Context: an optimization exercise on an open-source flow, tuned for small area, a short achievable clock period and few clock cycles per item. The choices shown serve that exercise and are no tape-out recipe.
For this run, only the layout was checked, not whether the RTL still works.
Power is estimated from default activity; no workload was simulated.

==> flow/design.v <==
module filter(
        input clock,
        input reset,
        input start,
        output reg done,
        input  [15:0] data_in,
        output reg [15:0] data_out
    );
    reg [15:0] h0, h1, h2, h3, h4, h5, h6;
    reg [23:0] p0;
    reg [23:0] p1;
    wire [8:0] ld, hold;
    wire [111:0] hq = {h6, h5, h4, h3, h2, h1, h0};
    wire [111:0] hn = {h5, h4, h3, h2, h1, h0, data_in};
    wire [111:0] hd;
    genvar gi;
    generate
        for (gi = 0; gi < 9; gi = gi + 1) begin : sel
            selgen g (start, reset, ld[gi], hold[gi]);
        end
        for (gi = 0; gi < 112; gi = gi + 1) begin : hsel
            ao22 m (ld[gi / 16], hn[gi], hold[gi / 16], hq[gi], hd[gi]);
        end
    endgenerate
    always @(posedge clock)
        {h6, h5, h4, h3, h2, h1, h0} <= hd;
    reg  [16:0] pc;    
    wire pca_g0, pca_p0;
    ha pca_h0 (h0[0], h3[0], pca_p0, pca_g0);
    wire pca_g1, pca_p1;
    ha pca_h1 (h0[1], h3[1], pca_p1, pca_g1);
    wire pca_g2, pca_p2;
    ha pca_h2 (h0[2], h3[2], pca_p2, pca_g2);
    wire pca_g3, pca_p3;
    ha pca_h3 (h0[3], h3[3], pca_p3, pca_g3);
    wire pca_g4, pca_p4;
    ha pca_h4 (h0[4], h3[4], pca_p4, pca_g4);
    wire pca_g5, pca_p5;
    ha pca_h5 (h0[5], h3[5], pca_p5, pca_g5);
    wire pca_g6, pca_p6;
    ha pca_h6 (h0[6], h3[6], pca_p6, pca_g6);
    wire pca_g7, pca_p7;
    ha pca_h7 (h0[7], h3[7], pca_p7, pca_g7);
    wire pca_g8, pca_p8;
    ha pca_h8 (h0[8], h3[8], pca_p8, pca_g8);
    wire pca_g9, pca_p9;
    ha pca_h9 (h0[9], h3[9], pca_p9, pca_g9);
    wire pca_g10, pca_p10;
    ha pca_h10 (h0[10], h3[10], pca_p10, pca_g10);
    wire pca_g11, pca_p11;
    ha pca_h11 (h0[11], h3[11], pca_p11, pca_g11);
    wire pca_g12, pca_p12;
    ha pca_h12 (h0[12], h3[12], pca_p12, pca_g12);
    wire pca_g13, pca_p13;
    ha pca_h13 (h0[13], h3[13], pca_p13, pca_g13);
    wire pca_g14, pca_p14;
    ha pca_h14 (h0[14], h3[14], pca_p14, pca_g14);
    wire pca_g15, pca_p15;
    ha pca_h15 (h0[15], h3[15], pca_p15, pca_g15);
    wire pca_g16, pca_p16;
    ha pca_h16 (h0[15], h3[15], pca_p16, pca_g16);
    wire pca_G0;
    gc pca_c0 (pca_g1, pca_p1, pca_g0, pca_G0);
    wire pca_G1, pca_P1;
    pgc pca_c1 (pca_g3, pca_p3, pca_g2, pca_p2, pca_G1, pca_P1);
    wire pca_G2, pca_P2;
    pgc pca_c2 (pca_g5, pca_p5, pca_g4, pca_p4, pca_G2, pca_P2);
    wire pca_G3, pca_P3;
    pgc pca_c3 (pca_g7, pca_p7, pca_g6, pca_p6, pca_G3, pca_P3);
    wire pca_G4, pca_P4;
    pgc pca_c4 (pca_g9, pca_p9, pca_g8, pca_p8, pca_G4, pca_P4);
    wire pca_G5, pca_P5;
    pgc pca_c5 (pca_g11, pca_p11, pca_g10, pca_p10, pca_G5, pca_P5);
    wire pca_G6, pca_P6;
    pgc pca_c6 (pca_g13, pca_p13, pca_g12, pca_p12, pca_G6, pca_P6);
    wire pca_G7, pca_P7;
    pgc pca_c7 (pca_g15, pca_p15, pca_g14, pca_p14, pca_G7, pca_P7);
    wire pca_G8;
    gc pca_c8 (pca_G1, pca_P1, pca_G0, pca_G8);
    wire pca_G9, pca_P9;
    pgc pca_c9 (pca_G3, pca_P3, pca_G2, pca_P2, pca_G9, pca_P9);
    wire pca_G10, pca_P10;
    pgc pca_c10 (pca_G5, pca_P5, pca_G4, pca_P4, pca_G10, pca_P10);
    wire pca_G11, pca_P11;
    pgc pca_c11 (pca_G7, pca_P7, pca_G6, pca_P6, pca_G11, pca_P11);
    wire pca_G12;
    gc pca_c12 (pca_G9, pca_P9, pca_G8, pca_G12);
    wire pca_G13, pca_P13;
    pgc pca_c13 (pca_G11, pca_P11, pca_G10, pca_P10, pca_G13, pca_P13);
    wire pca_G14;
    gc pca_c14 (pca_G13, pca_P13, pca_G12, pca_G14);
    wire pca_G15;
    gc pca_c15 (pca_G10, pca_P10, pca_G12, pca_G15);
    wire pca_G16;
    gc pca_c16 (pca_G2, pca_P2, pca_G8, pca_G16);
    wire pca_G17;
    gc pca_c17 (pca_G4, pca_P4, pca_G12, pca_G17);
    wire pca_G18;
    gc pca_c18 (pca_G6, pca_P6, pca_G15, pca_G18);
    wire pca_G19;
    gc pca_c19 (pca_g2, pca_p2, pca_G0, pca_G19);
    wire pca_G20;
    gc pca_c20 (pca_g4, pca_p4, pca_G8, pca_G20);
    wire pca_G21;
    gc pca_c21 (pca_g6, pca_p6, pca_G16, pca_G21);
    wire pca_G22;
    gc pca_c22 (pca_g8, pca_p8, pca_G12, pca_G22);
    wire pca_G23;
    gc pca_c23 (pca_g10, pca_p10, pca_G17, pca_G23);
    wire pca_G24;
    gc pca_c24 (pca_g12, pca_p12, pca_G15, pca_G24);
    wire pca_G25;
    gc pca_c25 (pca_g14, pca_p14, pca_G18, pca_G25);
    wire pca_s1;
    xo pca_x1 (pca_p1, pca_g0, pca_s1);
    wire pca_s2;
    xo pca_x2 (pca_p2, pca_G0, pca_s2);
    wire pca_s3;
    xo pca_x3 (pca_p3, pca_G19, pca_s3);
    wire pca_s4;
    xo pca_x4 (pca_p4, pca_G8, pca_s4);
    wire pca_s5;
    xo pca_x5 (pca_p5, pca_G20, pca_s5);
    wire pca_s6;
    xo pca_x6 (pca_p6, pca_G16, pca_s6);
    wire pca_s7;
    xo pca_x7 (pca_p7, pca_G21, pca_s7);
    wire pca_s8;
    xo pca_x8 (pca_p8, pca_G12, pca_s8);
    wire pca_s9;
    xo pca_x9 (pca_p9, pca_G22, pca_s9);
    wire pca_s10;
    xo pca_x10 (pca_p10, pca_G17, pca_s10);
    wire pca_s11;
    xo pca_x11 (pca_p11, pca_G23, pca_s11);
    wire pca_s12;
    xo pca_x12 (pca_p12, pca_G15, pca_s12);
    wire pca_s13;
    xo pca_x13 (pca_p13, pca_G24, pca_s13);
    wire pca_s14;
    xo pca_x14 (pca_p14, pca_G18, pca_s14);
    wire pca_s15;
    xo pca_x15 (pca_p15, pca_G25, pca_s15);
    wire pca_s16;
    xo pca_x16 (pca_p16, pca_G14, pca_s16);
    wire [16:0] pc_n = {pca_s16, pca_s15, pca_s14, pca_s13, pca_s12, pca_s11, pca_s10, pca_s9, pca_s8, pca_s7, pca_s6, pca_s5, pca_s4, pca_s3, pca_s2, pca_s1, pca_p0};
    wire [16:0] pc_d;
    generate
        for (gi = 0; gi < 17; gi = gi + 1) begin : pcsel
            ao22 m (ld[7], pc_n[gi], hold[7], pc[gi], pc_d[gi]);
        end
    endgenerate
    always @(posedge clock)
        pc <= pc_d;
    reg  [16:0] pd;    
    wire pda_g0, pda_p0;
    ha pda_h0 (h1[0], h2[0], pda_p0, pda_g0);
    wire pda_g1, pda_p1;
    ha pda_h1 (h1[1], h2[1], pda_p1, pda_g1);
    wire pda_g2, pda_p2;
    ha pda_h2 (h1[2], h2[2], pda_p2, pda_g2);
    wire pda_g3, pda_p3;
    ha pda_h3 (h1[3], h2[3], pda_p3, pda_g3);
    wire pda_g4, pda_p4;
    ha pda_h4 (h1[4], h2[4], pda_p4, pda_g4);
    wire pda_g5, pda_p5;
    ha pda_h5 (h1[5], h2[5], pda_p5, pda_g5);
    wire pda_g6, pda_p6;
    ha pda_h6 (h1[6], h2[6], pda_p6, pda_g6);
    wire pda_g7, pda_p7;
    ha pda_h7 (h1[7], h2[7], pda_p7, pda_g7);
    wire pda_g8, pda_p8;
    ha pda_h8 (h1[8], h2[8], pda_p8, pda_g8);
    wire pda_g9, pda_p9;
    ha pda_h9 (h1[9], h2[9], pda_p9, pda_g9);
    wire pda_g10, pda_p10;
    ha pda_h10 (h1[10], h2[10], pda_p10, pda_g10);
    wire pda_g11, pda_p11;
    ha pda_h11 (h1[11], h2[11], pda_p11, pda_g11);
    wire pda_g12, pda_p12;
    ha pda_h12 (h1[12], h2[12], pda_p12, pda_g12);
    wire pda_g13, pda_p13;
    ha pda_h13 (h1[13], h2[13], pda_p13, pda_g13);
    wire pda_g14, pda_p14;
    ha pda_h14 (h1[14], h2[14], pda_p14, pda_g14);
    wire pda_g15, pda_p15;
    ha pda_h15 (h1[15], h2[15], pda_p15, pda_g15);
    wire pda_g16, pda_p16;
    ha pda_h16 (h1[15], h2[15], pda_p16, pda_g16);
    wire pda_G0;
    gc pda_c0 (pda_g1, pda_p1, pda_g0, pda_G0);
    wire pda_G1, pda_P1;
    pgc pda_c1 (pda_g3, pda_p3, pda_g2, pda_p2, pda_G1, pda_P1);
    wire pda_G2, pda_P2;
    pgc pda_c2 (pda_g5, pda_p5, pda_g4, pda_p4, pda_G2, pda_P2);
    wire pda_G3, pda_P3;
    pgc pda_c3 (pda_g7, pda_p7, pda_g6, pda_p6, pda_G3, pda_P3);
    wire pda_G4, pda_P4;
    pgc pda_c4 (pda_g9, pda_p9, pda_g8, pda_p8, pda_G4, pda_P4);
    wire pda_G5, pda_P5;
    pgc pda_c5 (pda_g11, pda_p11, pda_g10, pda_p10, pda_G5, pda_P5);
    wire pda_G6, pda_P6;
    pgc pda_c6 (pda_g13, pda_p13, pda_g12, pda_p12, pda_G6, pda_P6);
    wire pda_G7, pda_P7;
    pgc pda_c7 (pda_g15, pda_p15, pda_g14, pda_p14, pda_G7, pda_P7);
    wire pda_G8;
    gc pda_c8 (pda_G1, pda_P1, pda_G0, pda_G8);
    wire pda_G9, pda_P9;
    pgc pda_c9 (pda_G3, pda_P3, pda_G2, pda_P2, pda_G9, pda_P9);
    wire pda_G10, pda_P10;
    pgc pda_c10 (pda_G5, pda_P5, pda_G4, pda_P4, pda_G10, pda_P10);
    wire pda_G11, pda_P11;
    pgc pda_c11 (pda_G7, pda_P7, pda_G6, pda_P6, pda_G11, pda_P11);
    wire pda_G12;
    gc pda_c12 (pda_G9, pda_P9, pda_G8, pda_G12);
    wire pda_G13, pda_P13;
    pgc pda_c13 (pda_G11, pda_P11, pda_G10, pda_P10, pda_G13, pda_P13);
    wire pda_G14;
    gc pda_c14 (pda_G13, pda_P13, pda_G12, pda_G14);
    wire pda_G15;
    gc pda_c15 (pda_G10, pda_P10, pda_G12, pda_G15);
    wire pda_G16;
    gc pda_c16 (pda_G2, pda_P2, pda_G8, pda_G16);
    wire pda_G17;
    gc pda_c17 (pda_G4, pda_P4, pda_G12, pda_G17);
    wire pda_G18;
    gc pda_c18 (pda_G6, pda_P6, pda_G15, pda_G18);
    wire pda_G19;
    gc pda_c19 (pda_g2, pda_p2, pda_G0, pda_G19);
    wire pda_G20;
    gc pda_c20 (pda_g4, pda_p4, pda_G8, pda_G20);
    wire pda_G21;
    gc pda_c21 (pda_g6, pda_p6, pda_G16, pda_G21);
    wire pda_G22;
    gc pda_c22 (pda_g8, pda_p8, pda_G12, pda_G22);
    wire pda_G23;
    gc pda_c23 (pda_g10, pda_p10, pda_G17, pda_G23);
    wire pda_G24;
    gc pda_c24 (pda_g12, pda_p12, pda_G15, pda_G24);
    wire pda_G25;
    gc pda_c25 (pda_g14, pda_p14, pda_G18, pda_G25);
    wire pda_s1;
    xo pda_x1 (pda_p1, pda_g0, pda_s1);
    wire pda_s2;
    xo pda_x2 (pda_p2, pda_G0, pda_s2);
    wire pda_s3;
    xo pda_x3 (pda_p3, pda_G19, pda_s3);
    wire pda_s4;
    xo pda_x4 (pda_p4, pda_G8, pda_s4);
    wire pda_s5;
    xo pda_x5 (pda_p5, pda_G20, pda_s5);
    wire pda_s6;
    xo pda_x6 (pda_p6, pda_G16, pda_s6);
    wire pda_s7;
    xo pda_x7 (pda_p7, pda_G21, pda_s7);
    wire pda_s8;
    xo pda_x8 (pda_p8, pda_G12, pda_s8);
    wire pda_s9;
    xo pda_x9 (pda_p9, pda_G22, pda_s9);
    wire pda_s10;
    xo pda_x10 (pda_p10, pda_G17, pda_s10);
    wire pda_s11;
    xo pda_x11 (pda_p11, pda_G23, pda_s11);
    wire pda_s12;
    xo pda_x12 (pda_p12, pda_G15, pda_s12);
    wire pda_s13;
    xo pda_x13 (pda_p13, pda_G24, pda_s13);
    wire pda_s14;
    xo pda_x14 (pda_p14, pda_G18, pda_s14);
    wire pda_s15;
    xo pda_x15 (pda_p15, pda_G25, pda_s15);
    wire pda_s16;
    xo pda_x16 (pda_p16, pda_G14, pda_s16);
    wire [16:0] pd_n = {pda_s16, pda_s15, pda_s14, pda_s13, pda_s12, pda_s11, pda_s10, pda_s9, pda_s8, pda_s7, pda_s6, pda_s5, pda_s4, pda_s3, pda_s2, pda_s1, pda_p0};
    wire [16:0] pd_d;
    generate
        for (gi = 0; gi < 17; gi = gi + 1) begin : pdsel
            ao22 m (ld[8], pd_n[gi], hold[8], pd[gi], pd_d[gi]);
        end
    endgenerate
    always @(posedge clock)
        pd <= pd_d;
    wire s0, c0;
    ha u0 (h0[2], h0[3], s0, c0);
    wire s1, c1;
    fa u1 (h0[3], h0[4], h5[3], s1, c1);
    wire s2, c2;
    ha u2 (h5[4], h6[5], s2, c2);
    wire s3, c3;
    fa u3 (h0[4], h0[5], h5[4], s3, c3);
    wire s4, c4;
    fa u4 (h5[5], h6[6], pc[2], s4, c4);
    wire s5, c5;
    fa u5 (h0[5], h0[6], h5[5], s5, c5);
    wire s6, c6;
    fa u6 (h5[6], h6[7], pc[3], s6, c6);
    wire s7, c7;
    fa u7 (h0[6], h0[7], h5[6], s7, c7);
    wire s8, c8;
    fa u8 (h5[7], h6[8], pc[4], s8, c8);
    wire s9, c9;
    fa u9 (h0[7], h0[8], h5[7], s9, c9);
    wire s10, c10;
    fa u10 (h5[8], h6[9], pc[5], s10, c10);
    wire s11, c11;
    fa u11 (h0[8], h0[9], h5[8], s11, c11);
    wire s12, c12;
    fa u12 (h5[9], h6[10], pc[10], s12, c12);
    wire s13, c13;
    fa u13 (h0[10], h0[9], h5[10], s13, c13);
    wire s14, c14;
    fa u14 (h5[9], h6[11], pc[11], s14, c14);
    wire s15, c15;
    fa u15 (h0[10], h0[11], h5[10], s15, c15);
    wire s16, c16;
    fa u16 (h5[11], h6[12], pc[10], s16, c16);
    wire s17, c17;
    fa u17 (h0[11], h0[12], h5[11], s17, c17);
    wire s18, c18;
    fa u18 (h5[12], h6[13], pc[11], s18, c18);
    wire s19, c19;
    fa u19 (h0[12], h0[13], h5[12], s19, c19);
    wire s20, c20;
    fa u20 (h5[13], h6[14], pc[10], s20, c20);
    wire s21, c21;
    fa u21 (1'b1, h0[13], h0[14], s21, c21);
    wire s22, c22;
    fa u22 (h5[13], h5[14], pc[11], s22, c22);
    wire s23, c23;
    ha u23 (pc[13], pc[15], s23, c23);
    wire s24, c24;
    fa u24 (1'b1, h0[14], h5[14], s24, c24);
    wire s25, c25;
    fa u25 (pc[12], pc[14], pd[11], s25, c25);
    wire s26, c26;
    fa u26 (h0[0], h0[1], h5[0], s26, c26);
    wire s27, c27;
    ha u27 (h5[1], h6[2], s27, c27);
    wire s28, c28;
    fa u28 (h0[1], h0[2], h5[1], s28, c28);
    wire s29, c29;
    fa u29 (h5[2], h6[3], pc[1], s29, c29);
    wire s30, c30;
    ha u30 (pc[3], pd[1], s30, c30);
    wire s31, c31;
    fa u31 (h5[2], h5[3], h6[4], s31, c31);
    wire s32, c32;
    fa u32 (pc[0], pc[2], pc[4], s32, c32);
    wire s33, c33;
    fa u33 (pd[2], ~pd[5], s0, s33, c33);
    wire s34, c34;
    fa u34 (pc[1], pc[3], pc[5], s34, c34);
    wire s35, c35;
    fa u35 (pd[0], pd[3], ~pd[6], s35, c35);
    wire s36, c36;
    fa u36 (c0, s2, s1, s36, c36);
    wire s37, c37;
    fa u37 (pc[4], pc[6], pd[1], s37, c37);
    wire s38, c38;
    fa u38 (pd[4], ~pd[7], c2, s38, c38);
    wire s39, c39;
    fa u39 (c1, s3, s4, s39, c39);
    wire s40, c40;
    fa u40 (pc[5], pc[7], pd[2], s40, c40);
    wire s41, c41;
    fa u41 (pd[5], ~pd[8], c3, s41, c41);
    wire s42, c42;
    fa u42 (c4, s5, s6, s42, c42);
    wire s43, c43;
    fa u43 (pc[6], pc[8], pd[3], s43, c43);
    wire s44, c44;
    fa u44 (pd[6], ~pd[9], c5, s44, c44);
    wire s45, c45;
    fa u45 (c6, s7, s8, s45, c45);
    wire s46, c46;
    fa u46 (pc[7], pc[9], pd[4], s46, c46);
    wire s47, c47;
    fa u47 (pd[7], ~pd[10], c7, s47, c47);
    wire s48, c48;
    fa u48 (c8, s10, s9, s48, c48);
    wire s49, c49;
    fa u49 (pc[6], pc[8], pd[5], s49, c49);
    wire s50, c50;
    fa u50 (pd[8], ~pd[11], c10, s50, c50);
    wire s51, c51;
    fa u51 (c9, s11, s12, s51, c51);
    wire s52, c52;
    fa u52 (pc[7], pc[9], pd[6], s52, c52);
    wire s53, c53;
    fa u53 (pd[9], ~pd[12], c11, s53, c53);
    wire s54, c54;
    fa u54 (c12, s13, s14, s54, c54);
    wire s55, c55;
    fa u55 (pc[12], pc[8], pd[10], s55, c55);
    wire s56, c56;
    fa u56 (pd[7], ~pd[13], c13, s56, c56);
    wire s57, c57;
    fa u57 (c14, s15, s16, s57, c57);
    wire s58, c58;
    fa u58 (pc[13], pc[9], pd[11], s58, c58);
    wire s59, c59;
    fa u59 (pd[8], ~pd[14], c15, s59, c59);
    wire s60, c60;
    fa u60 (c16, s17, s18, s60, c60);
    wire s61, c61;
    fa u61 (pc[12], pc[14], pd[12], s61, c61);
    wire s62, c62;
    fa u62 (pd[9], ~pd[15], c17, s62, c62);
    wire s63, c63;
    fa u63 (c18, s19, s20, s63, c63);
    wire s64, c64;
    fa u64 (pd[10], pd[13], pd[16], s64, c64);
    wire s65, c65;
    fa u65 (~h6[15], s23, c19, s65, c65);
    wire s66, c66;
    fa u66 (c20, s21, s22, s66, c66);
    wire s67, c67;
    fa u67 (pd[14], ~h0[15], ~h5[15], s67, c67);
    wire s68, c68;
    fa u68 (~pc[16], c23, c21, s68, c68);
    wire s69, c69;
    fa u69 (c22, s24, s25, s69, c69);
    wire s70, c70;
    fa u70 (1'b1, pc[13], pc[15], s70, c70);
    wire s71, c71;
    fa u71 (pd[12], pd[15], ~h0[15], s71, c71);
    wire s72, c72;
    fa u72 (~h5[15], c24, c25, s72, c72);
    wire s73, c73;
    fa u73 (1'b1, pc[14], pd[13], s73, c73);
    wire s74, c74;
    ha u74 (h0[0], h5[0], s74, c74);
    wire s75, c75;
    fa u75 (pc[0], pc[2], pd[0], s75, c75);
    wire s76, c76;
    ha u76 (~pd[3], s27, s76, c76);
    wire s77, c77;
    fa u77 (~pd[4], c27, s30, s77, c77);
    wire s78, c78;
    fa u78 (c26, s28, s29, s78, c78);
    wire s79, c79;
    fa u79 (c30, c28, c29, s79, c79);
    wire s80, c80;
    fa u80 (s31, s32, s33, s80, c80);
    wire s81, c81;
    fa u81 (c31, c32, s34, s81, c81);
    wire s82, c82;
    fa u82 (s35, c33, s36, s82, c82);
    wire s83, c83;
    fa u83 (c34, c35, s37, s83, c83);
    wire s84, c84;
    fa u84 (s38, c36, s39, s84, c84);
    wire s85, c85;
    fa u85 (c37, s40, c38, s85, c85);
    wire s86, c86;
    fa u86 (c39, s41, s42, s86, c86);
    wire s87, c87;
    fa u87 (c40, s43, c41, s87, c87);
    wire s88, c88;
    fa u88 (c42, s44, s45, s88, c88);
    wire s89, c89;
    fa u89 (c43, s46, c44, s89, c89);
    wire s90, c90;
    fa u90 (c45, s47, s48, s90, c90);
    wire s91, c91;
    fa u91 (c46, s49, c47, s91, c91);
    wire s92, c92;
    fa u92 (c48, s50, s51, s92, c92);
    wire s93, c93;
    fa u93 (c49, s52, c50, s93, c93);
    wire s94, c94;
    fa u94 (c51, s53, s54, s94, c94);
    wire s95, c95;
    fa u95 (c52, s55, c53, s95, c95);
    wire s96, c96;
    fa u96 (c54, s56, s57, s96, c96);
    wire s97, c97;
    fa u97 (c55, s58, c56, s97, c97);
    wire s98, c98;
    fa u98 (c57, s59, s60, s98, c98);
    wire s99, c99;
    fa u99 (c58, s61, c59, s99, c99);
    wire s100, c100;
    fa u100 (c60, s62, s63, s100, c100);
    wire s101, c101;
    fa u101 (c61, s64, c62, s101, c101);
    wire s102, c102;
    fa u102 (c63, s65, s66, s102, c102);
    wire s103, c103;
    fa u103 (c64, s67, c65, s103, c103);
    wire s104, c104;
    fa u104 (c66, s68, s69, s104, c104);
    wire s105, c105;
    fa u105 (c67, s70, s71, s105, c105);
    wire s106, c106;
    fa u106 (c68, c69, s72, s106, c106);
    wire s107, c107;
    fa u107 (~pc[16], ~pd[16], c70, s107, c107);
    wire s108, c108;
    fa u108 (c71, s73, c72, s108, c108);
    wire s109, c109;
    fa u109 (1'b1, pc[15], pd[14], s109, c109);
    wire s110, c110;
    ha u110 (h6[1], pc[1], s110, c110);
    wire s111, c111;
    fa u111 (c74, s26, s75, s111, c111);
    wire s112, c112;
    fa u112 (c75, c76, s77, s112, c112);
    wire s113, c113;
    fa u113 (c77, c78, s79, s113, c113);
    wire s114, c114;
    fa u114 (c79, s81, c80, s114, c114);
    wire s115, c115;
    fa u115 (c81, s83, c82, s115, c115);
    wire s116, c116;
    fa u116 (c83, s85, c84, s116, c116);
    wire s117, c117;
    fa u117 (c85, s87, c86, s117, c117);
    wire s118, c118;
    fa u118 (c87, s89, c88, s118, c118);
    wire s119, c119;
    fa u119 (c89, s91, c90, s119, c119);
    wire s120, c120;
    fa u120 (c91, s93, c92, s120, c120);
    wire s121, c121;
    fa u121 (c93, s95, c94, s121, c121);
    wire s122, c122;
    fa u122 (c95, s97, c96, s122, c122);
    wire s123, c123;
    fa u123 (c97, s99, c98, s123, c123);
    wire s124, c124;
    fa u124 (c99, s101, c100, s124, c124);
    wire s125, c125;
    fa u125 (c101, s103, c102, s125, c125);
    wire s126, c126;
    fa u126 (s105, c103, c104, s126, c126);
    wire s127, c127;
    fa u127 (c105, s107, c106, s127, c127);
    wire s128, c128;
    fa u128 (c73, s109, c107, s128, c128);
    wire s129, c129;
    fa u129 (1'b1, pd[15], ~pc[16], s129, c129);
    wire s130, c130;
    ha u130 (h6[0], pc[0], s130, c130);
    wire s131, c131;
    fa u131 (~pd[2], s110, s74, s131, c131);
    wire s132, c132;
    fa u132 (c110, s76, s111, s132, c132);
    wire s133, c133;
    fa u133 (c111, s78, s112, s133, c133);
    wire s134, c134;
    fa u134 (c112, s80, s113, s134, c134);
    wire s135, c135;
    fa u135 (c113, s82, s114, s135, c135);
    wire s136, c136;
    fa u136 (s84, c114, s115, s136, c136);
    wire s137, c137;
    fa u137 (s86, c115, s116, s137, c137);
    wire s138, c138;
    fa u138 (s88, c116, s117, s138, c138);
    wire s139, c139;
    fa u139 (s90, c117, s118, s139, c139);
    wire s140, c140;
    fa u140 (s92, c118, s119, s140, c140);
    wire s141, c141;
    fa u141 (s94, c119, s120, s141, c141);
    wire s142, c142;
    fa u142 (s96, c120, s121, s142, c142);
    wire s143, c143;
    fa u143 (s98, c121, s122, s143, c143);
    wire s144, c144;
    fa u144 (s100, c122, s123, s144, c144);
    wire s145, c145;
    fa u145 (s102, c123, s124, s145, c145);
    wire s146, c146;
    fa u146 (s104, c124, s125, s146, c146);
    wire s147, c147;
    fa u147 (s106, c125, s126, s147, c147);
    wire s148, c148;
    fa u148 (s108, c126, s127, s148, c148);
    wire s149, c149;
    fa u149 (c108, s128, c127, s149, c149);
    wire s150, c150;
    fa u150 (c109, s129, c128, s150, c150);
    wire s151, c151;
    fa u151 (1'b1, ~pd[16], c129, s151, c151);
    wire [23:0] pn0 = {c151, s151, s150, c148, c147, c146, c145, c144, c143, c142, c141, c140, c139, c138, c137, c136, c135, c134, c133, c132, c131, c130, ~pd[1], 1'b1};
    wire [23:0] pn1 = {1'b0, c150, c149, s149, s148, s147, s146, s145, s144, s143, s142, s141, s140, s139, s138, s137, s136, s135, s134, s133, s132, s131, s130, ~pd[0]};
    wire s152, c152;
    ha u152 (h0[0], p0[1], s152, c152);
    wire s153, c153;
    fa u153 (h0[1], p0[2], p1[2], s153, c153);
    wire s154, c154;
    fa u154 (h0[2], p0[3], p1[3], s154, c154);
    wire s155, c155;
    fa u155 (h0[3], p0[4], p1[4], s155, c155);
    wire s156, c156;
    fa u156 (h0[4], p0[5], p1[5], s156, c156);
    wire s157, c157;
    fa u157 (h0[5], p0[6], p1[6], s157, c157);
    wire s158, c158;
    fa u158 (h0[6], p0[7], p1[7], s158, c158);
    wire s159, c159;
    fa u159 (h0[7], p0[8], p1[8], s159, c159);
    wire s160, c160;
    fa u160 (h0[8], p0[9], p1[9], s160, c160);
    wire s161, c161;
    fa u161 (h0[9], p0[10], p1[10], s161, c161);
    wire s162, c162;
    fa u162 (h0[10], p0[11], p1[11], s162, c162);
    wire s163, c163;
    fa u163 (h0[11], p0[12], p1[12], s163, c163);
    wire s164, c164;
    fa u164 (h0[12], p0[13], p1[13], s164, c164);
    wire s165, c165;
    fa u165 (h0[13], p0[14], p1[14], s165, c165);
    wire s166, c166;
    fa u166 (h0[14], p0[15], p1[15], s166, c166);
    wire s167, c167;
    fa u167 (p0[16], p1[16], ~h0[15], s167, c167);
    wire s168, c168;
    ha u168 (p0[17], p1[17], s168, c168);
    wire s169, c169;
    ha u169 (p0[18], p1[18], s169, c169);
    wire s170, c170;
    ha u170 (p0[19], p1[19], s170, c170);
    wire s171, c171;
    ha u171 (p0[20], p1[20], s171, c171);
    wire s172, c172;
    ha u172 (p0[21], p1[21], s172, c172);
    wire s173, c173;
    ha u173 (p0[22], p1[22], s173, c173);
    wire [23:0] r0 = {p0[23], c172, c171, c170, c169, c168, s168, c166, c165, c164, c163, c162, c161, c160, c159, c158, c157, c156, c155, c154, c153, c152, p1[1], p0[0]};
    wire [23:0] r1 = {c173, s173, s172, s171, s170, s169, c167, s167, s166, s165, s164, s163, s162, s161, s160, s159, s158, s157, s156, s155, s154, s153, s152, p1[0]};
    wire [23:0] y = r0 + r1;
    always @(posedge clock) begin
        p0 <= pn0;
        p1 <= pn1;
    end
    reg dn;
    wire ldo   = dn & ~reset;
    wire holdo = ~dn & ~reset;
    wire [15:0] od;
    generate
        for (gi = 0; gi < 16; gi = gi + 1) begin : osel
            ao22 m (ldo, y[gi + 8], holdo, data_out[gi], od[gi]);
        end
    endgenerate
    always @(posedge clock) begin
        done <= start & ~reset;
        dn <= start & ~reset;
        data_out <= od;
    end
endmodule
module fa(input a, input b, input c, output s, output co);
    assign s  = a ^ b ^ c;
    assign co = (a & b) | (a & c) | (b & c);
endmodule
module selgen(input start, input reset, output ld, output hold);
    assign ld   = start & ~reset;
    assign hold = ~start & ~reset;
endmodule
module gc(input g1, input p1, input g0, output g);
    assign g = g1 | (p1 & g0);
endmodule
module pgc(input g1, input p1, input g0, input p0, output g, output p);
    assign g = g1 | (p1 & g0);
    assign p = p1 & p0;
endmodule
module xo(input a, input b, output y);
    assign y = a ^ b;
endmodule
module ao22(input a1, input a2, input b1, input b2, output y);
    assign y = (a1 & a2) | (b1 & b2);
endmodule
module ha(input a, input b, output s, output co);
    assign s  = a ^ b;
    assign co = a & b;
endmodule
==> flow/flow/run.sh <==
#!/bin/bash
# Standard ORFS layout (the standard.sh) with changes only to how it is
# optimised: ports are buffered with a plain buffer instead of the default
# delay-buffer cell, and timing repair is asked for more setup margin than the
# 10 ns clock needs, so that it works on the achieved period.
set -euo pipefail
bash standard.sh SETUP_SLACK_MARGIN=7.1 "BUFFER_PORTS_ARGS=-buffer_cell sky130_fd_sc_hd__buf_4" finish > orfs_make.log 2>&1
==> flow/standard.sh <==
#!/bin/bash
# synth_recipe.tcl (not shown) runs the flow's synth.tcl, then flattens the netlist and writes it again
# the make line also repeats each setting of config.mk as NAME=value (left out here)
make -C /OpenROAD-flow-scripts/flow DESIGN_CONFIG=/design/flow/config.mk WORK_HOME=/design/flow/orfs CLKGATE_MAP_FILE= SYNTH_SCRIPT=/design/flow/synth_recipe.tcl "${@:-finish}"
==> flow/config.mk <==
export PLATFORM = sky130hd
export DESIGN_NAME = filter
export DESIGN_NICKNAME = filter
export VERILOG_FILES = /design/flow/design.v
export SDC_FILE = /design/flow/constraint.sdc
export NUM_CORES = 4
export LEC_CHECK = 0
export CAP_MARGIN = 20
export CORE_MARGIN = 2
export CORE_UTILIZATION = 60
export CTS_CLUSTER_DIAMETER = 100
export CTS_CLUSTER_SIZE = 24
export SLEW_MARGIN = 20
export SYNTH_HIERARCHICAL = 1
==> flow/constraint.sdc <==
create_clock -name core_clock -period 10.0 [get_ports {clock}]
set_input_delay 2.0000 -clock core_clock [delete_from_list [all_inputs] [get_ports {clock}]]
set_output_delay 2.0000 -clock core_clock [all_outputs]
set_load 0.01 [all_outputs]
==> run summary <==
==> metrics by stage <==
| stage | utilization [%] | total power, mW | hold slack, ns | std cells | setup slack (ns) |
|---|---|---|---|---|---|
| 6_report | 67.99 | 2.595 | 0.4730 | 1172 | 7.045 |
| 3_5_place_dp | 64.33 | 2.021 | 0.4562 | 1142 | 6.504 |
| 4_1_cts | 67.15 | 2.581 | 0.4799 | 1163 | 7.046 |
| 2_1_floorplan | - | 1.761 | 0.3936 | 878 | 7.135 |
| 3_3_place_gp | 64.30 | 1.999 | 0.4527 | 1142 | 6.455 |
| 5_1_grt | 67.99 | 2.782 | 0.4858 | 1172 | 6.959 |
==> power groups by stage <==
stage,combinational [mW],sequential [mW],clock (mW)
floorplan,0.743,1.02,0
global placement,0.978,1.02,0
detailed placement,0.997,1.02,0
CTS,1.05,1.02,0.512
global route,1.21,1.03,0.543
finish,1.09,1.01,0.497
==> per-layer routing <==
layer | vias to the layer above | wire [um]
li1 | 3319 | -
met2 | 165 | 11750
met4 | 0 | 392
met5 | - | 0
met3 | 35 | 1078
met1 | 3648 | 11690
==> per-module statistics from Yosys, one instance, submodules excluded <==
module	cell area [um2]	cells inside	copies in the design	flops+latches
ao22	8.758	1	162	0
filter	5336	378	1	209
gc	7.507	1	30	0
pgc	13.76	2	22	0
ha	12.51	1	50	0
xo	8.758	1	32	0
selgen	17.52	2	9	0
fa	20.02	1	158	0
==> state kept, by name, summed over array words and instances, names as in the netlist, 17 cells and up <==
| signal | count |
|---|---|
| p0 | 23 |
| p1 | 23 |
| pc | 17 |
| pd | 17 |
==> logic make-up (layout without fill, tap and decap cells) <==
group                    Yosys count  in the layout  synth area share (%)
flip-flops                       209            209                 36.35
buffers and inverters             28             88                0.9239
AO/OA/AOI/OAI                    276            276                 19.34
other                              1              7               0.03258
XOR/XNOR                          46             46                 3.500
adder cells (fa/ha/maj)          230            230                 35.31
AND/OR/NAND/NOR                   82             82                 4.544
==> layout by cell type (no fill, tap or decap), types with 5 or more instances in the layout <==
master,n
a21o_1,57
buf_6,17
a211oi_1,5
fa_2,8
ha_1,68
nand4_1,5
nor2b_4,9
dfxtp_4,13
clkbuf_16,13
dfxtp_2,33
conb_1,7
nand2_1,13
xor2_1,39
a22o_1,162
nor2_2,6
a21oi_1,17
dfxtp_1,163
o21ai_0,10
inv_1,22
and2_1,24
nor2_1,8
fa_1,150
buf_4,34
xnor2_1,7
==> area by class of cell <==
type                    instances  area, um2
clock buffers                  13      325.3
clock inverters                 1      8.758
fillers                      1401       6007
inverters                      23      90.09
multi-input cells             641       7323
flip-flops and latches        209       4274
well taps                     234      292.8
repair buffers                 51      446.7
==> worst max-delay path, delay by kind of cell <==
family                 cells  cell delay, ns
AND/OR/NAND/NOR            1            0.85
buffers and inverters      1            0.23
AO/OA/AOI/OAI              1            0.25
==> timing repair <==
action | 4_1_cts | 5_1_grt
setup buffers | 7 | 8
gates resized for setup | 62 | 36
pin swaps | 0 | 1
endpoints found under the setup margin | 137 | 100
hold buffers | 0 | 0
==> worst min path at each step <==
| stage | end | depth (start not counted) |
|---|---|---|
| 3_3_place_gp | data_out[4] | 1 |
| 6_report | data_out[0] | 1 |
| 5_1_grt | data_out[0] | 1 |
| 3_5_place_dp | data_out[15] | 1 |
| 4_1_cts | data_out[7] | 1 |
| 2_1_floorplan | p0[1] | 1 |
==> impl_metrics.py <==
metrics = {
    "clock_tree": {
        "cts_htree_levels": 1,
        "clk_path_buf_depth": 3,
        "clk_pin_slew_worst_paths_ns": 0.09,
        "cts.sinks": 209,
        "cts_tree": "done",
        "cts_buffers": 12,
        "clk_latency_ns": 0.48,
        "clock-root-buffer": "clkbuf_16",
    },
    "global_route": {
        "grt_pass1_vias": 7769,
        "grtUsageMet1_pct": 35.71,
        "busiest_layer": "met2",
        "gr-total-overflow": 0,
        "antenna_found_initial": 0,
        "grtUsageMet3_pct": 3.331,
        "grt_pass1_wl_um": 40390,
        "grtUsageMet2_pct": 43.35,
        "grt_use_total_pct": 25.62,
        "grt_max_degree": 25,
    },
    "synthesis": {
        "syn_area_per_cell_um2": 13.20,
        "yosys-top-cells-count": "dfxtp_1, a22o_1, fa_1",
        "synth.top_cell.area_share_pct": 36.35,
        "synth_area_leader_cell": "dfxtp_1",
        "synth.distinct_cells": 43,
        "synthArstFlopShare_pct": 0,
        "synth_area_um2": 11510,
        "synth_edf_count": 0,
        "synth_ff_type": "dfxtp_1",
        "yosysSeqAreaShare_pct": 36.35,
        "syn_inst": 872,
        "yosysWarnings": 7,
        "synth_area_leaders": "dfxtp_1, fa_1, a22o_1, ha_1, a21o_1",
        "synthMostInstantiatedCell": "dfxtp_1",
        "ys_seq_elements": 209,
    },
    "cells_and_area": {
        "final_cell_area_um2": 12760,
        "nets": 1187,
        "syn2layout_area_growth_pct": 10.87,
        "drive_gt1_share_pct": 16.31,
        "diodes": 0,
    },
    "worst_setup_path": {
        "cp-endpoint": "h5[4]",
        "endpoint_kind": "flip-flop",
        "reg2reg_depth": 5,
        "required_ns": 10.40,
        "crit-reg2reg-launch": "pc[2]",
        "cp-start-kind": "input port",
        "max_stage_delay_ns": 0.85,
        "path_cells": "buf_4 > nor2_1 > a22o_1",
        "worst-setup-path-type": "in2reg",
        "rrSetupSlack_ns": 7.10,
        "slowest_stage": "nor2_1",
        "critPathLaunch": "reset",
        "cp_max_fo": 21,
        "crit_arrival_ns": 3.36,
        "timing.rr.end": "p1[8]",
    },
    "timing": {
        "fin_skew_ns": 0.02426,
        "tightestPinTransition_ns": 1.055,
        "rsz0062_at_grt": "yes",
        "hold_viol": 0,
        "period_share_pct": 29.55,
        "relSlewSlack_pct": 29.39,
        "max_freq_mhz": 338.4,
        "setup_viol": 0,
        "finalMaxSlewViolations": 0,
        "post-route-min-period_ns": 2.955,
        "tns_ns": 0,
    },
    "min_path": {
        "worstHoldStart": "data_out[0]",
        "hp-class": "reg2reg",
    },
    "floorplan": {
        "core-area_um2": 18770,
        "die_height_um": 142.5,
        "start_util_pct": 61.33,
        "io_pins": 36,
        "die_x_um": 142.5,
        "placementRows": 50,
        "dieArea_um2": 20310,
    },
    "placement": {
        "io_buffers": 35,
        "globalplace.congestion": 0.8874,
        "post_dp_cell_area_um2": 12070,
        "hpwl_um": 20170,
    },
    "power_and_ir_drop": {
        "swShare_pct": 35.25,
        "max-vdd-ir-drop_mv": 0.1020,
        "p_leak_nw": 6.223,
        "power.net_switching_uw": 914.7,
        "power.density_nw_per_um2": 203.3,
        "p_seq_share_pct": 39.0,
        "p_clk_share_pct": 19.2,
        "p_comb_share_pct": 41.9,
        "p_int_mw": 1.680,
    },
    "routing": {
        "drt_iter0_markers": 353,
        "wire_per_inst_um": 21.26,
        "drc": 0,
        "via_per_inst": 6.115,
        "postRouteAntennaNets": 0,
        "vias": 7167,
        "drt_wl_total_um": 24910,
        "firstDrtPassIters": 5,
    },
    "run": {
        "maxCapViolations": 0,
    },
    "status": {
        "outcome": "no timing/DRC/antenna violations",
    },
}

## port drivers added, routing unchanged
Ports are ideal in the flow. The routed layout listed here was re-timed in OpenROAD. Step 1, drivers: a clkbuf_16 drives clock and a buf_2 each remaining input, both assumed. Step 2 also shifts input and output timing later by t, the mid clock arrival at the registers, as if the neighbouring blocks saw the same clock. Slacks: ideal / step 1 / step 2; pairs: ideal / step 1.
t (ns): 0.514
setup WS [ns]: 7.045 / 7.026 / 6.556
worst setup path at the end: input to register
After both steps setup and hold are still met in this run. The setup slack of this run moves by -0.019 ns with the drivers and by -0.489 ns with both steps.
